What follows belongs to an exercise in optimizing a design on an open flow for small area; a production flow would make more cautious choices. Function was checked by simulation only, so behaviour that the tests miss may differ from the original. No activity file was given, so power comes from the tool's default toggle rates.

## design/flow/design.v

```verilog
module top_given(clk, rst_n, RXD, TXD);
    input clk;
    input rst_n;
    input RXD;
    output reg TXD;
    localparam IDLE = 3'd0, RX = 3'd1, TX0 = 3'd4, TX1 = 3'd5, TX2 = 3'd6;
    reg [8:0] c;
    reg [3:0] j;
    reg [2:0] f;
    reg       cleared;
    wire tx = f[2];
    wire pulse = (c == 9'd218);
    wire restart = ((f == RX) && (j == 4'd8) && (c == 9'd227)) ||
                   (tx && (j == 4'd10) && (c == 9'd220));
    always @(posedge clk or negedge rst_n) begin
        if (!rst_n) begin
            c <= 9'd0;
            j <= 4'd15;
            f <= IDLE;
            cleared <= 1'b0;
        end else if (f == IDLE) begin
            if (!cleared) begin
                c <= c + 1'b1;
                if (c[6]) cleared <= 1'b1;
            end else if (RXD) begin
                c <= 9'd0;
            end else if (c == 9'd4) begin
                c <= 9'd0;
                f <= RX;
            end else begin
                c <= c + 1'b1;
            end
        end else if (restart) begin
            c <= 9'd0;
            j <= 4'd15;
            case (f)
                RX:  f <= TX0;
                TX0: f <= TX1;
                TX1: f <= TX2;
                default: f <= IDLE;
            endcase
        end else begin
            c <= (c == 9'd433) ? 9'd0 : c + 1'b1;
            if (pulse) j <= j + 1'b1;
        end
    end
    reg [7:0] t;
    always @(posedge clk) t <= t + 1'b1;
    wire [2:0] phi = t[2:0];
    wire       rho = t[3];
    wire [3:0] col = t[7:4];
    reg [63:0] r;
    wire chain = !cleared || ((f == RX) && (j == 4'd15) && (c[8:3] == 6'd0));
    wire ins0 = chain || ((f == RX) && (c[8:3] == 6'd26) && (phi == j[2:0]));
    integer k;
    always @(posedge clk) begin
        for (k = 0; k < 8; k = k + 1)
            r[k*8 +: 7] <= r[k*8+1 +: 7];
        r[7] <= ins0 ? (RXD & cleared) : r[0];
        for (k = 1; k < 8; k = k + 1)
            r[k*8+7] <= chain ? r[(k-1)*8] : r[k*8];
    end
    wire [3:0] tapA = {r[3*8+6], r[2*8+2], r[1*8+1], r[0*8+0]};
    wire [3:0] tapB = {r[4*8+6], r[5*8+2], r[6*8+1], r[7*8+0]};
    wire [2:0] psi = phi - col[2:0];
    reg        pres;
    reg  [1:0] q;
    reg  [2:0] s;
    reg        dneg;
    always @(*) begin
        pres = 1'b1; q = 2'd0; s = 3'd0; dneg = 1'b0;
        case ({rho, psi})
            4'b0_000: begin q = 2'd0; s = 3'd0; end
            4'b0_001: begin q = 2'd2; s = 3'd5; end
            4'b0_010: begin q = 2'd3; s = 3'd0; dneg = 1'b1; end
            4'b0_011: begin q = 2'd1; s = 3'd4; end
            4'b0_100: begin q = 2'd3; s = 3'd6; end
            4'b0_101: begin q = 2'd2; s = 3'd1; end
            4'b0_110: begin q = 2'd0; s = 3'd2; end
            4'b0_111: begin q = 2'd1; s = 3'd0; end
            4'b1_011: begin q = 2'd2; s = 3'd3; end
            4'b1_110: begin q = 2'd2; s = 3'd0; end
            default: pres = 1'b0;
        endcase
    end
    wire [4:0] bidx = {1'b0, col} - {2'b0, s};
    wire valid = pres && !bidx[4] && !bidx[3];
    wire neg = dneg ^ (bidx[2:0] == 3'd7);
    wire [1:0] pairsum = {1'b0, tapA[q]} + {1'b0, tapB[q]};
    wire [5:0] delta = !valid ? 6'd0 : (neg ? -{4'd0, pairsum} : {4'd0, pairsum});
    reg  [5:0] a;
    wire [5:0] v = a + delta;
    wire colend = rho && (phi == 3'd7);
    always @(posedge clk) begin
        if (colend)
            a <= (col == 4'd15) ? 6'd0 : {v[5], v[5:1]};
        else
            a <= v;
    end
    wire [3:0] target = {f != TX2, (f == TX0) ? 3'd7 : j[2:0]};
    reg ybit;
    always @(posedge clk) begin
        if (colend && (col == target) && (c[8:6] != 3'd3))
            ybit <= v[0];
    end
    always @(posedge clk or negedge rst_n) begin
        if (!rst_n)
            TXD <= 1'b1;
        else if (tx && pulse)
            TXD <= (j == 4'd15) ? 1'b0 : (j[3] ? 1'b1 : ybit);
    end
endmodule
```

## design/flow/run.sh

```bash
#!/bin/bash
# synth_recipe.tcl (not shown) runs the flow's synth.tcl, then flattens the netlist and writes it again
# the make line also repeats each setting of config.mk as NAME=value (left out here)
make -C /OpenROAD-flow-scripts/flow DESIGN_CONFIG=/design/flow/config.mk WORK_HOME=/design/flow/orfs CLKGATE_MAP_FILE= SYNTH_SCRIPT=/design/flow/synth_recipe.tcl finish
```

## design/flow/config.mk

```make
export PLATFORM = sky130hd
export DESIGN_NAME = top_given
export DESIGN_NICKNAME = top_given
export VERILOG_FILES = /design/flow/design.v
export SDC_FILE = /design/flow/constraint.sdc
export NUM_CORES = 4
export LEC_CHECK = 0
export CAP_MARGIN = 20
export CORE_MARGIN = 2
export CORE_UTILIZATION = 40
export PLACE_DENSITY = 0.6
export SLEW_MARGIN = 20
```

## design/flow/constraint.sdc

```tcl
create_clock -name core_clock -period 20.0 [get_ports {clk}]
set_input_delay 4.0000 -clock core_clock [delete_from_list [all_inputs] [get_ports {clk}]]
set_output_delay 4.0000 -clock core_clock [all_outputs]
set_load 0.01 [all_outputs]
```

==> results of run 1 <==
[through the flow]
stage	instances	cell area [um^2]	worst slack (ps)	utilization (%)	power, mW
final	479	4160	14580	45.1	0.322
after global routing	479	4160	14170	45.1	0.335
after CTS	479	4160	14550	45.1	0.327
after detailed placement	463	3960	14510	42.9	0.199
after global placement	463	3960	14600	42.9	0.199
after floorplan	341	3820	15070	-	0.198
[power by group]
group	internal (mW)	switching, mW	total (mW)
logic	0.000371	0.000769	0.00114
clock network	0.0594	0.0677	0.127
registers	0.194	0	0.194
[routing by layer]
| layer | track usage [%] | vias up | share of wire, % |
|---|---|---|---|
| li1 | - | 1193 | - |
| met1 | 17.5 | 1102 | 51 |
| met2 | 20.2 | 14 | 45 |
| met3 | 3.73 | 9 | 2.3 |
| met4 | 5.61 | 0 | 1.6 |
| met5 | 0 | - | 0 |
[final timing paths]
check | from | end | slack [ps] | cells past startpoint
worst min-delay path | r[55] | r[54] | 320 | 0
worst min register to register | r[55] | r[54] | 320 | 0
worst max register to register | t[4] | a[4] | 14600 | 19
max in group asynchronous | rst_n | c[4] | 15400 | 1
min in group asynchronous | rst_n | c[7] | 4100 | 1
worst max-delay path | TXD | TXD | 14580 | 1
[placed cells by master, fill, tap and decap left out, types with 3 or more instances in the layout]
cell type,netlist,final
ha_1,25,25
nor3b_1,5,5
nor4_1,5,5
o211ai_1,4,4
a21o_1,3,3
nor2b_1,4,4
clkbuf_8,0,9
xor2_1,9,9
nor2_1,23,23
clkdlybuf4s50_1,0,3
mux2i_1,8,8
nand3b_1,3,3
inv_1,19,19
o21ai_0,6,6
dfrtp_1,13,13
xnor2_1,16,16
mux2_2,11,11
nand2_1,21,21
fa_1,3,3
nor3_1,8,8
a211oi_1,3,3
a21oi_1,5,5
dfxtp_1,78,78
nand4_1,5,5
dfstp_2,5,5
nand3_1,10,10
inv_6,0,3
[registers in the layout (all words and copies together), names as in the netlist, named ones only]
register,cells
TXD,1
a,6
c,9
cleared,1
f,2
j,4
r,64
t,8
ybit,1
[cell type report]
| type | count | area (um^2) |
|---|---|---|
| Clock buffer | 10 | 128 |
| Tap cell | 129 | 161 |
| Multi-Input combinational cell | 215 | 1650 |
| Clock inverter | 6 | 72.6 |
| Fill cell | 874 | 5080 |
| Timing Repair Buffer | 3 | 30.0 |
| Inverter | 19 | 71.3 |
| Sequential cell | 97 | 2050 |
[kinds of logic (layout without fill, tap and decap cells)]
family / after synthesis / count (layout) / share of synthesized area [%]
AO/OA/AOI/OAI: 42 / 42 / 8.25
XOR/XNOR: 26 / 26 / 6.38
adder cells (fa/ha/maj): 28 / 28 / 9.75
buffers and inverters: 29 / 38 / 3.17
flip-flops: 97 / 97 / 53.6
multiplexers: 19 / 19 / 5.34
AND/OR/NAND/NOR: 100 / 100 / 13.5
==> results_dict.tcl, run 1 <==
set metrics [dict create \
    drive_gt1_share_pct 10.9 \
    nets 376 \
    antenna_cells 0 \
    clock-sinks 97 \
    antenna_found_initial 0 \
    grt_pass1_wl_um 10500 \
    worstMarginPinSlew_ps 966 \
    p_leak_nw 1.72 \
    status "finished clean" \
    cts_made_buffers 9 \
    viasPerCell 4.84 \
    ant_nets 0 \
    crit_arrival_ps 1420 \
    worstPathMaxFanout 2 \
    rsz0062_at_grt "false" \
    start_kind "flip-flop" \
    ys_ff_latch 97 \
    synth_cells 341 \
    dr.pass1.iters 4 \
    setup_viol_count_final 0 \
    rows 35 \
    syn_area_per_cell_um2 11.2 \
    slew_violations 0 \
    clock_skew_ps 12.5 \
    yosysUniqueCellTypes 57 \
    min_path_type "reg -> reg" \
    ctsRootBufferMaster "clkbuf_8" \
    yosys_warnings 1 \
    setup_tns_ps 0 \
    core-area_mm2 0.00924 \
    grt_max_degree 19 \
    synth_edf_count 1 \
    drc 0 \
    cpPeakStageDelay_ps 540 \
    drv_cap 0 \
    yosysTopAreaCellShare_pct 40.9 \
    critPathTopFamily "flip-flops" \
    drtIter0Drc 72 \
    cp_num_buf_inv 1 \
    async_reset_ff_share_pct 18.6 \
    syn-cell-area_mm2 0.00382 \
    clock_latency_ps 360 \
    required_ps 16000 \
    synth_commonest_cells "dfxtp_1 (78), ha_1 (25), nor2_1 (23)" \
    slew-limit-headroom_pct 35.0 \
    wl_um 6050 \
    die_h_um 102 \
    yosysMostFrequentCell "dfxtp_1" \
    cts-resized-gates 0 \
    path_class "reg -> out" \
    hold_violations 0 \
    fin_crit_sh_pct 27.1 \
    cts_setup_buffers 0 \
    num_vias 2318 \
    slowest_stage "dfstp_2" \
    yosysTopAreaCell "dfxtp_1" \
    cts_tree "yes" \
    gp_congestion 0.813 \
    dieArea_mm2 0.0104 \
    grt_use_total_pct 13.2 \
    fp.dieW_um 102 \
    drt-wirelength-per-cell_um 12.6 \
    fmax_ghz 0.185 \
    powerDensity_mw_per_mm2 77.4 \
    cts_max_level 3 \
    portBuffers 3 \
    ioPinCount 4 \
    overflow 0 \
    grt_pass1_vias 2255 \
    min_period_ps 5420 \
    cts-hold-fix-buffers 0 \
    clkTransAtPathRegs_ps 100 \
    ir_drop_mv 0.0272 \
    dp_hpwl_um 4330 \
    hold_slack_ps 322 \
    cts_buffer_depth 2 \
    synthFlopType "dfxtp_1" \
    end_kind "primary output" \
    initial_utilization_pct 41.4 \
    synthTopCellsByArea "dfxtp_1 (41%), dfrtp_1 (8.5%), ha_1 (8.2%), xnor2_1 (3.7%), dfstp_2 (3.4%)" \
    syn_nets 372 \
    syn2layout_area_growth_pct 8.94 \
    ys_seq_area_share_pct 53.6 \
    crit_chain "clkdlybuf4s50_1" \
]
==> inputs of run 2 (changes only) <==
--- a/design/flow/design.v
+++ b/design/flow/design.v
@@ -9,9 +9,9 @@
     reg [2:0] f;
     reg       cleared;
     wire tx = f[2];
-    wire pulse = (c == 9'd218);
-    wire restart = ((f == RX) && (j == 4'd8) && (c == 9'd227)) ||
-                   (tx && (j == 4'd10) && (c == 9'd220));
+    wire pulse = c[8] & c[7] & c[5] & c[4] & c[0];     
+    wire restart = ((f == RX) && (j == 4'd8) && c[3]) ||   
+                   (tx && (j == 4'd10) && c[0]);           
     always @(posedge clk or negedge rst_n) begin
         if (!rst_n) begin
             c <= 9'd0;
@@ -23,15 +23,13 @@
                 c <= c + 1'b1;
                 if (c[6]) cleared <= 1'b1;
             end else if (RXD) begin
-                c <= 9'd0;
-            end else if (c == 9'd4) begin
-                c <= 9'd0;
-                f <= RX;
+                c <= 9'd210;
             end else begin
                 c <= c + 1'b1;
+                if (c[2] & c[1]) f <= RX;    
             end
         end else if (restart) begin
-            c <= 9'd0;
+            c <= 9'd215;
             j <= 4'd15;
             case (f)
                 RX:  f <= TX0;
@@ -40,18 +38,15 @@
                 default: f <= IDLE;
             endcase
         end else begin
-            c <= (c == 9'd433) ? 9'd0 : c + 1'b1;
+            c <= pulse ? 9'd0 : c + 1'b1;
             if (pulse) j <= j + 1'b1;
         end
     end
-    reg [7:0] t;
-    always @(posedge clk) t <= t + 1'b1;
-    wire [2:0] phi = t[2:0];
-    wire       rho = t[3];
-    wire [3:0] col = t[7:4];
+    reg [2:0] phi;
+    always @(posedge clk) phi <= phi + 1'b1;
     reg [63:0] r;
-    wire chain = !cleared || ((f == RX) && (j == 4'd15) && (c[8:3] == 6'd0));
-    wire ins0 = chain || ((f == RX) && (c[8:3] == 6'd26) && (phi == j[2:0]));
+    wire chain = !cleared || ((f == RX) && (j == 4'd15) && (c[8:3] == 6'd27));
+    wire ins0 = chain || ((f == RX) && (c[8:3] == 6'd53) && (phi == j[2:0]));
     integer k;
     always @(posedge clk) begin
         for (k = 0; k < 8; k = k + 1)
@@ -62,6 +57,8 @@
     end
     wire [3:0] tapA = {r[3*8+6], r[2*8+2], r[1*8+1], r[0*8+0]};
     wire [3:0] tapB = {r[4*8+6], r[5*8+2], r[6*8+1], r[7*8+0]};
+    wire [3:0] col = c[7:4];
+    wire       rho = c[3];
     wire [2:0] psi = phi - col[2:0];
     reg        pres;
     reg  [1:0] q;
@@ -90,17 +87,19 @@
     wire [5:0] delta = !valid ? 6'd0 : (neg ? -{4'd0, pairsum} : {4'd0, pairsum});
     reg  [5:0] a;
     wire [5:0] v = a + delta;
-    wire colend = rho && (phi == 3'd7);
+    wire colend = (c[3:0] == 4'd15);
     always @(posedge clk) begin
-        if (colend)
-            a <= (col == 4'd15) ? 6'd0 : {v[5], v[5:1]};
+        if (c[8])
+            a <= 6'd0;
+        else if (colend)
+            a <= {v[5], v[5:1]};
         else
             a <= v;
     end
     wire [3:0] target = {f != TX2, (f == TX0) ? 3'd7 : j[2:0]};
     reg ybit;
     always @(posedge clk) begin
-        if (colend && (col == target) && (c[8:6] != 3'd3))
+        if (!c[8] && colend && (col == target))
             ybit <= v[0];
     end
     always @(posedge clk or negedge rst_n) begin
==> run 2 against run 1 <==
Against the previous run: still clean; power rose by 64%; clock power is 3% lower; critical path depth unchanged; worst setup slack got worse by 8.5 ps; worst hold slack gained 1.8 ps; utilization hardly changed; sequential power up 15%; first-iteration DRC count is 51% higher; critical endpoint unchanged; largest power group unchanged.
==> results_dict.tcl, run 2 <==
set metrics [dict create \
    cts_buffer_depth 2 \
    async_reset_ff_share_pct 19.6 \
    synth_cells 315 \
    overflow 0 \
    cpPeakStageDelay_ps 540 \
    synthTopCellsByArea "dfxtp_1 (41%), dfrtp_1 (9.1%), ha_1 (7.3%), dfstp_2 (3.7%), mux2_2 (3.1%)" \
    dr.pass1.iters 4 \
    antenna_cells 0 \
    nets 348 \
    fp.dieW_um 98.6 \
    clock_latency_ps 360 \
    largestRegisters "r (64), c (9), a (6)" \
    crit_chain "clkdlybuf4s50_1" \
    ioPinCount 4 \
    slew_violations 0 \
    routed-wl-met3_um 207 \
    initial_utilization_pct 41.2 \
    ys_seq_area_share_pct 54.5 \
    ant_nets 0 \
    drtIter0Drc 109 \
    syn-cell-area_mm2 0.00358 \
    wl_um 6010 \
    synth_commonest_cells "dfxtp_1 (73), inv_1 (22), ha_1 (21)" \
    portBuffers 3 \
    syn2layout_area_growth_pct 9.41 \
    min_period_ps 5430 \
    cts_setup_buffers 0 \
    dp_hpwl_um 4270 \
    yosysMostFrequentCell "dfxtp_1" \
    largest_register "r" \
    dieArea_mm2 0.00971 \
    final_util_pct 45.1 \
    rows 34 \
    start_kind "flip-flop" \
    ir_drop_mv 0.0740 \
    largest_reg_flops 64 \
    syn_area_per_cell_um2 11.4 \
    cp_num_buf_inv 1 \
    clock_skew_ps 14.4 \
    core-area_mm2 0.00868 \
    yosysTopAreaCellShare_pct 40.9 \
    grt_pass1_wl_um 10800 \
    min_path_type "reg -> reg" \
    yosys_warnings 1 \
    cts_made_buffers 9 \
    hold_violations 0 \
    drv_cap 0 \
    critPathTopFamily "flip-flops" \
    antenna_found_initial 0 \
    ys_ff_latch 92 \
    place_inst 418 \
    p_leak_nw 1.63 \
    layout_commonest_cell "dfxtp_1" \
    end_kind "primary output" \
    powerDensity_mw_per_mm2 135 \
    grt_max_degree 20 \
    setup_tns_ps 0 \
    clkTransAtPathRegs_ps 100 \
    slew-limit-headroom_pct 31.3 \
    cts_tree "yes" \
    fin_cells 434 \
    worstPathMaxFanout 2 \
    clock-sinks 92 \
    final_cell_mix "dfxtp_1 (73), inv_1 (22), ha_1 (21)" \
    nFillCells 830 \
    path_class "reg -> out" \
    met1_length_um 3140 \
    synthFlopType "dfxtp_1" \
    place_area_mm2 0.00370 \
    final_cell_area_mm2 0.00391 \
    grt_use_total_pct 13.8 \
    cts-hold-fix-buffers 0 \
    drive_gt1_share_pct 12.9 \
    syn_nets 342 \
    slowest_stage "dfstp_2" \
    regArea_mm2 0.00195 \
    viasPerCell 5.10 \
    highest_layer "met4" \
    rsz0062_at_grt "false" \
    multi_input_area_mm2 0.00151 \
    die_h_um 98.6 \
    synth_edf_count 1 \
    met2_length_um 2560 \
    r2r_slack_ps 14970 \
    fmax_ghz 0.184 \
    fin_crit_sh_pct 27.1 \
    gp_congestion 0.802 \
    required_ps 16000 \
    yosysUniqueCellTypes 58 \
    yosysTopAreaCell "dfxtp_1" \
    status "finished clean" \
    cts_max_level 3 \
    num_vias 2214 \
    setup_viol_count_final 0 \
    cts-resized-gates 0 \
    drc 0 \
    ctsRootBufferMaster "clkbuf_8" \
    worstMarginPinSlew_ps 1020 \
    grt_pass1_vias 2261 \
    crit_arrival_ps 1430 \
    drt-wirelength-per-cell_um 13.8 \
]
-- run 2: changes by cell type after synthesis, sizes merged, moves of 3 or more --
cell,change
ha,-4
o21ai,+3
xor2,-5
nand2,-3
nor4,-3
a21oi,+4
inv,+3
dfxtp,-5
buf,-3
nor2,-8
xnor2,-5
o21a,+3
nor2b,+3
nor3b,-3
-- run 2: final cells by class --
cell class | instances | share of cell area [%]
clock buffer | 9 | 3.17
clock inverter | 7 | 2.05
inverter | 22 | 2.11
multi-input combinational | 193 | 38.7
sequential | 92 | 49.8
tap | 108 | 3.45
timing repair buffer | 3 | 0.768
-- run 2: report_power, final --
group	switching [mW]	leakage, nW	internal [mW]
registers	0.0223	0.801	0.200
logic	0.0965	0.734	0.0851
clock network	0.0732	0.0990	0.0494
-- run 2: logic make-up (layout without fill, tap and decap cells) --
family	after synthesis	after routing	share of synthesized area, %
AO/OA/AOI/OAI	53	53	10.6
flip-flops	92	92	54.5
buffers and inverters	30	41	3.36
multiplexers	19	19	5.67
AND/OR/NAND/NOR	80	80	11.8
adder cells (fa/ha/maj)	24	24	9.03
XOR/XNOR	17	17	5.07
-- run 2: per-layer routing --
layer,track usage (%),up-vias
li1,-,1117
met1,19.6,1064
met2,20.0,24
met3,4.47,9
met4,4.00,0
met5,0,-
-- run 2: worst paths after layout --
path                       cells after the start   from                          to
min in group asynchronous                      1  rst_n  asynchronous set/reset pin
min reg2reg                                    0  r[58]                       r[57]
max reg2reg                                   19   c[5]                        a[5]
max                                            1    TXD                         TXD
min                                            0  r[58]                       r[57]
max in group asynchronous                      1  rst_n                        c[5]
-- run 2: stage by stage --
| stage | total power, mW | hold WS [ps] | worst slack, ps |
|---|---|---|---|
| 3_3_place_gp | 0.402 | 311 | 14830 |
| 4_1_cts | 0.533 | 326 | 14550 |
| 6_report | 0.527 | 324 | 14570 |
| 2_1_floorplan | 0.372 | 310 | 15340 |
| 3_5_place_dp | 0.408 | 312 | 14790 |
| 5_1_grt | 0.568 | 334 | 14520 |
==> inputs of run 3 (changes only) <==
--- a/design/flow/design.v
+++ b/design/flow/design.v
@@ -55,44 +55,47 @@
         for (k = 1; k < 8; k = k + 1)
             r[k*8+7] <= chain ? r[(k-1)*8] : r[k*8];
     end
-    wire [3:0] tapA = {r[3*8+6], r[2*8+2], r[1*8+1], r[0*8+0]};
-    wire [3:0] tapB = {r[4*8+6], r[5*8+2], r[6*8+1], r[7*8+0]};
+    wire [3:0] tapA = {r[3*8+1], r[2*8+3], r[1*8+1], r[0*8+0]};
+    wire [3:0] tapB = {r[4*8+1], r[5*8+3], r[6*8+1], r[7*8+0]};
     wire [3:0] col = c[7:4];
     wire       rho = c[3];
     wire [2:0] psi = phi - col[2:0];
     reg        pres;
     reg  [1:0] q;
     reg  [2:0] s;
-    reg        dneg;
     always @(*) begin
-        pres = 1'b1; q = 2'd0; s = 3'd0; dneg = 1'b0;
+        pres = 1'b0; q = 2'd0; s = 3'd0;
         case ({rho, psi})
-            4'b0_000: begin q = 2'd0; s = 3'd0; end
-            4'b0_001: begin q = 2'd2; s = 3'd5; end
-            4'b0_010: begin q = 2'd3; s = 3'd0; dneg = 1'b1; end
-            4'b0_011: begin q = 2'd1; s = 3'd4; end
-            4'b0_100: begin q = 2'd3; s = 3'd6; end
-            4'b0_101: begin q = 2'd2; s = 3'd1; end
-            4'b0_110: begin q = 2'd0; s = 3'd2; end
-            4'b0_111: begin q = 2'd1; s = 3'd0; end
-            4'b1_011: begin q = 2'd2; s = 3'd3; end
-            4'b1_110: begin q = 2'd2; s = 3'd0; end
-            default: pres = 1'b0;
+            4'b0_000: begin pres = 1'b1; q = 2'd0; s = 3'd0; end
+            4'b1_000: begin pres = 1'b1; q = 2'd2; s = 3'd5; end
+            4'b0_010: begin pres = 1'b1; q = 2'd2; s = 3'd3; end
+            4'b1_010: begin pres = 1'b1; q = 2'd3; s = 3'd5; end
+            4'b0_011: begin pres = 1'b1; q = 2'd1; s = 3'd4; end
+            4'b1_011: begin pres = 1'b1; q = 2'd3; s = 3'd4; end
+            4'b0_100: begin pres = 1'b1; q = 2'd2; s = 3'd1; end
+            4'b1_100: begin pres = 1'b1; q = 2'd3; s = 3'd3; end
+            4'b0_101: begin pres = 1'b1; q = 2'd2; s = 3'd0; end
+            4'b1_101: begin pres = 1'b1; q = 2'd3; s = 3'd2; end
+            4'b0_110: begin pres = 1'b1; q = 2'd0; s = 3'd2; end
+            4'b1_110: begin pres = 1'b1; q = 2'd3; s = 3'd1; end
+            4'b0_111: begin pres = 1'b1; q = 2'd1; s = 3'd0; end
+            4'b1_111: begin pres = 1'b1; q = 2'd3; s = 3'd0; end
+            default: ;
         endcase
     end
     wire [4:0] bidx = {1'b0, col} - {2'b0, s};
     wire valid = pres && !bidx[4] && !bidx[3];
-    wire neg = dneg ^ (bidx[2:0] == 3'd7);
-    wire [1:0] pairsum = {1'b0, tapA[q]} + {1'b0, tapB[q]};
-    wire [5:0] delta = !valid ? 6'd0 : (neg ? -{4'd0, pairsum} : {4'd0, pairsum});
+    wire inv = (bidx[2:0] == 3'd7);
+    wire bA = valid & (tapA[q] ^ inv);
+    wire bB = valid & (tapB[q] ^ inv);
     reg  [5:0] a;
-    wire [5:0] v = a + delta;
+    wire [5:0] v = a + bA + bB;
     wire colend = (c[3:0] == 4'd15);
     always @(posedge clk) begin
         if (c[8])
             a <= 6'd0;
         else if (colend)
-            a <= {v[5], v[5:1]};
+            a <= {1'b0, v[5:1]};
         else
             a <= v;
     end
@@ -100,7 +103,7 @@
     reg ybit;
     always @(posedge clk) begin
         if (!c[8] && colend && (col == target))
-            ybit <= v[0];
+            ybit <= v[0] ^ (&col);
     end
     always @(posedge clk or negedge rst_n) begin
         if (!rst_n)
==> run 3 against run 2 <==
Against the previous run: utilization up 0.78 points; die area down 8.2%; count of clock-buffer cells in the layout unchanged; clock power down 5%; non-clock buffer count up 1; highest routed layer unchanged.
==> results_dict.tcl, run 3 <==
set metrics [dict create \
    status "finished clean" \
    slew-limit-headroom_pct 45.2 \
    largest_register "r" \
    setup_tns_ps 0 \
    gp_congestion 0.795 \
    syn_area_per_cell_um2 11.8 \
    final_cell_mix "dfxtp_1 (73), xnor2_1 (14), nand2_1 (13), nor2_1 (13), dfrtp_1 (13)" \
    rows 32 \
    ys_seq_area_share_pct 59.6 \
    clock_latency_ps 360 \
    synth_commonest_cells "dfxtp_1 (73), xnor2_1 (14), dfrtp_1 (13), nand2_1 (13), nor2_1 (13)" \
    core-area_mm2 0.00781 \
    cts-hold-fix-buffers 0 \
    grt_use_total_pct 13.6 \
    yosysTopAreaCell "dfxtp_1" \
    cts_max_level 3 \
    die_h_um 94.4 \
    fin_crit_sh_pct 27.0 \
    critPathTopFamily "flip-flops" \
    reg2reg_to "a[3]" \
    setup_viol_count_final 0 \
    worstPathMaxFanout 2 \
    cts_setup_buffers 0 \
    end_kind "primary output" \
    drtIter0Drc 67 \
    cts_tree "yes" \
    syn2layout_area_growth_pct 9.53 \
    slowest_stage "dfstp_2" \
    worstMarginPinSlew_ps 819 \
    crit_chain "clkdlybuf4s50_1" \
    dr.pass1.iters 4 \
    ir_drop_mv 0.0510 \
    min_path_cells 0 \
    syn_nets 293 \
    cpPeakStageDelay_ps 530 \
    ys_ff_latch 92 \
    drt-wirelength-per-cell_um 13.5 \
    num_vias 1886 \
    wl_um 5220 \
    dieArea_mm2 0.00891 \
    fp.dieW_um 94.4 \
    ioPinCount 4 \
    cp_num_buf_inv 1 \
    dp_hpwl_um 3610 \
    fmax_ghz 0.185 \
    syn-cell-area_mm2 0.00327 \
    ff2ff_path_depth 16 \
    grt_max_degree 19 \
    largestRegisters "r (64), c (9), a (6)" \
    clkTransAtPathRegs_ps 100 \
    initial_utilization_pct 41.9 \
    layout_commonest_cell "dfxtp_1" \
    multi_input_area_mm2 0.00123 \
    fin_cells 387 \
    synth_edf_count 1 \
    cts_made_buffers 9 \
    yosys_warnings 1 \
    synthFlopType "dfxtp_1" \
    powerDensity_mw_per_mm2 138 \
    async_reset_ff_share_pct 19.6 \
    largest_reg_flops 64 \
    min_path_type "reg -> reg" \
    grt_pass1_wl_um 8960 \
    crit_end "TXD" \
    ant_nets 0 \
    start_kind "flip-flop" \
    place_inst 371 \
    antenna_found_initial 0 \
    drc 0 \
    rr_startpoint "c[4]" \
    clock_skew_ps 10.6 \
    hp-start "r[37]" \
    p_leak_nw 1.44 \
    viasPerCell 4.87 \
    grt_pass1_vias 1870 \
    yosysMostFrequentCell "dfxtp_1" \
    rsz0062_at_grt "false" \
    nets 297 \
    hold_violations 0 \
    total_power_mw 0.494 \
    crit_arrival_ps 1410 \
    overflow 0 \
    yosysUniqueCellTypes 47 \
    synthTopCellsByArea "dfxtp_1 (45%), dfrtp_1 (10%), ha_1 (4.2%), dfstp_2 (4.0%), xnor2_1 (3.8%)" \
    path_class "reg -> out" \
    cts-resized-gates 0 \
    synth_cells 276 \
    required_ps 16000 \
    setup.worst_path.start "TXD" \
    clock-sinks 92 \
    regArea_mm2 0.00195 \
    yosysTopAreaCellShare_pct 44.7 \
    slew_violations 0 \
    cts_buffer_depth 2 \
    drv_cap 0 \
    drive_gt1_share_pct 13.0 \
    portBuffers 3 \
    crit_cells 1 \
    min_period_ps 5410 \
    r2r_slack_ps 15600 \
    ctsRootBufferMaster "clkbuf_8" \
    antenna_cells 0 \
    nFillCells 744 \
]
==> run 3: cell count changes in the layout (fill, tap and decap cells not counted), moves of 3 or more <==
cell,before,now
nand2_1,18,13
nor3_1,5,12
nor2b_1,7,2
a21oi_1,9,5
ha_1,21,11
xnor2_1,11,14
o21ai_0,10,7
inv_1,22,12
xor2_1,4,8
==> run 3: per-layer routing <==
layer  global-route usage, %  vias to the layer above  routed length [um]
li1                        -                      954                   -
met1                    18.3                      907                2690
met2                    19.6                       16                2280
met3                    3.67                        9                 114
met4                    7.73                        0                 130
met5                       0                        -                   0
==> run 3: report_power, final <==
| part | switching [mW] | internal [mW] | total (mW) |
|---|---|---|---|
| clock | 0.0690 | 0.0481 | 0.117 |
| combinational | 0.0753 | 0.0697 | 0.145 |
| sequential | 0.0289 | 0.203 | 0.232 |
==> run 3: worst min path at each step <==
stage	to	slack [ps]
2_1_floorplan	r[0]	310
3_3_place_gp	r[43]	310
4_1_cts	r[36]	330
3_5_place_dp	r[34]	310
5_1_grt	r[36]	340
6_report	r[36]	330
==> run 3: cells by family (layout without fill, tap and decap cells) <==
kind of cell,count (synthesis),count (layout),synth area share (%)
flops,92,92,59.6
simple gates,71,71,11.3
compound gates,36,36,8.15
xor+xnor,23,23,6.62
buf+inv,23,32,2.83
mux,17,17,5.51
fa+ha+maj,14,14,6.05
==> run 3: per-stage QoR <==
step	area (um^2)	hold WS [ps]	utilization (%)	setup WS, ps
6_report	3580	327	45.9	14590
5_1_grt	3580	339	45.9	14530
4_1_cts	3580	326	45.9	14570
3_5_place_dp	3390	312	43.4	14840
3_3_place_gp	3380	310	43.3	14810
2_1_floorplan	3270	310	-	15340
==> run 3: final cells by class <==
type,count,area share (%)
tap,102,3.56
clock buffer,9,3.46
inverter,12,1.26
clock inverter,7,1.96
sequential,92,54.4
multi-input combinational,161,34.3
timing repair buffer,4,1.05

[what the ideal ports hide]
How much do the figures lean on ideal ports? The routed layouts below were timed once more, with nothing changed but the port constraints. Step 1 sets driving cells, clkbuf_16 on the clock port and buf_2 on the other inputs (assumed; they add their load-dependent delay and slew). Step 2 also shifts input and output timing later by t, the mid clock arrival at the registers, as if the neighbouring blocks saw the same clock. Slacks: ideal / step 1 / step 2; pairs: ideal / step 1.
run | t (ns) | setup WS [ns] | worst setup path after step 2 | worst slew at a driven data input, ns
run 1 | 0.383 | 14.581 / 14.551 / 14.564 | input to register | 0.03
run 2 | 0.381 | 14.573 / 14.543 / 14.776 | input to register | 0.03
run 3 | 0.387 | 14.592 / 14.560 / 14.814 | input to register | 0.03
After both steps every run listed still meets setup and hold. For run 1, which loses most, drivers alone change the setup slack by -0.030 ns; drivers and shift together by -0.017 ns.
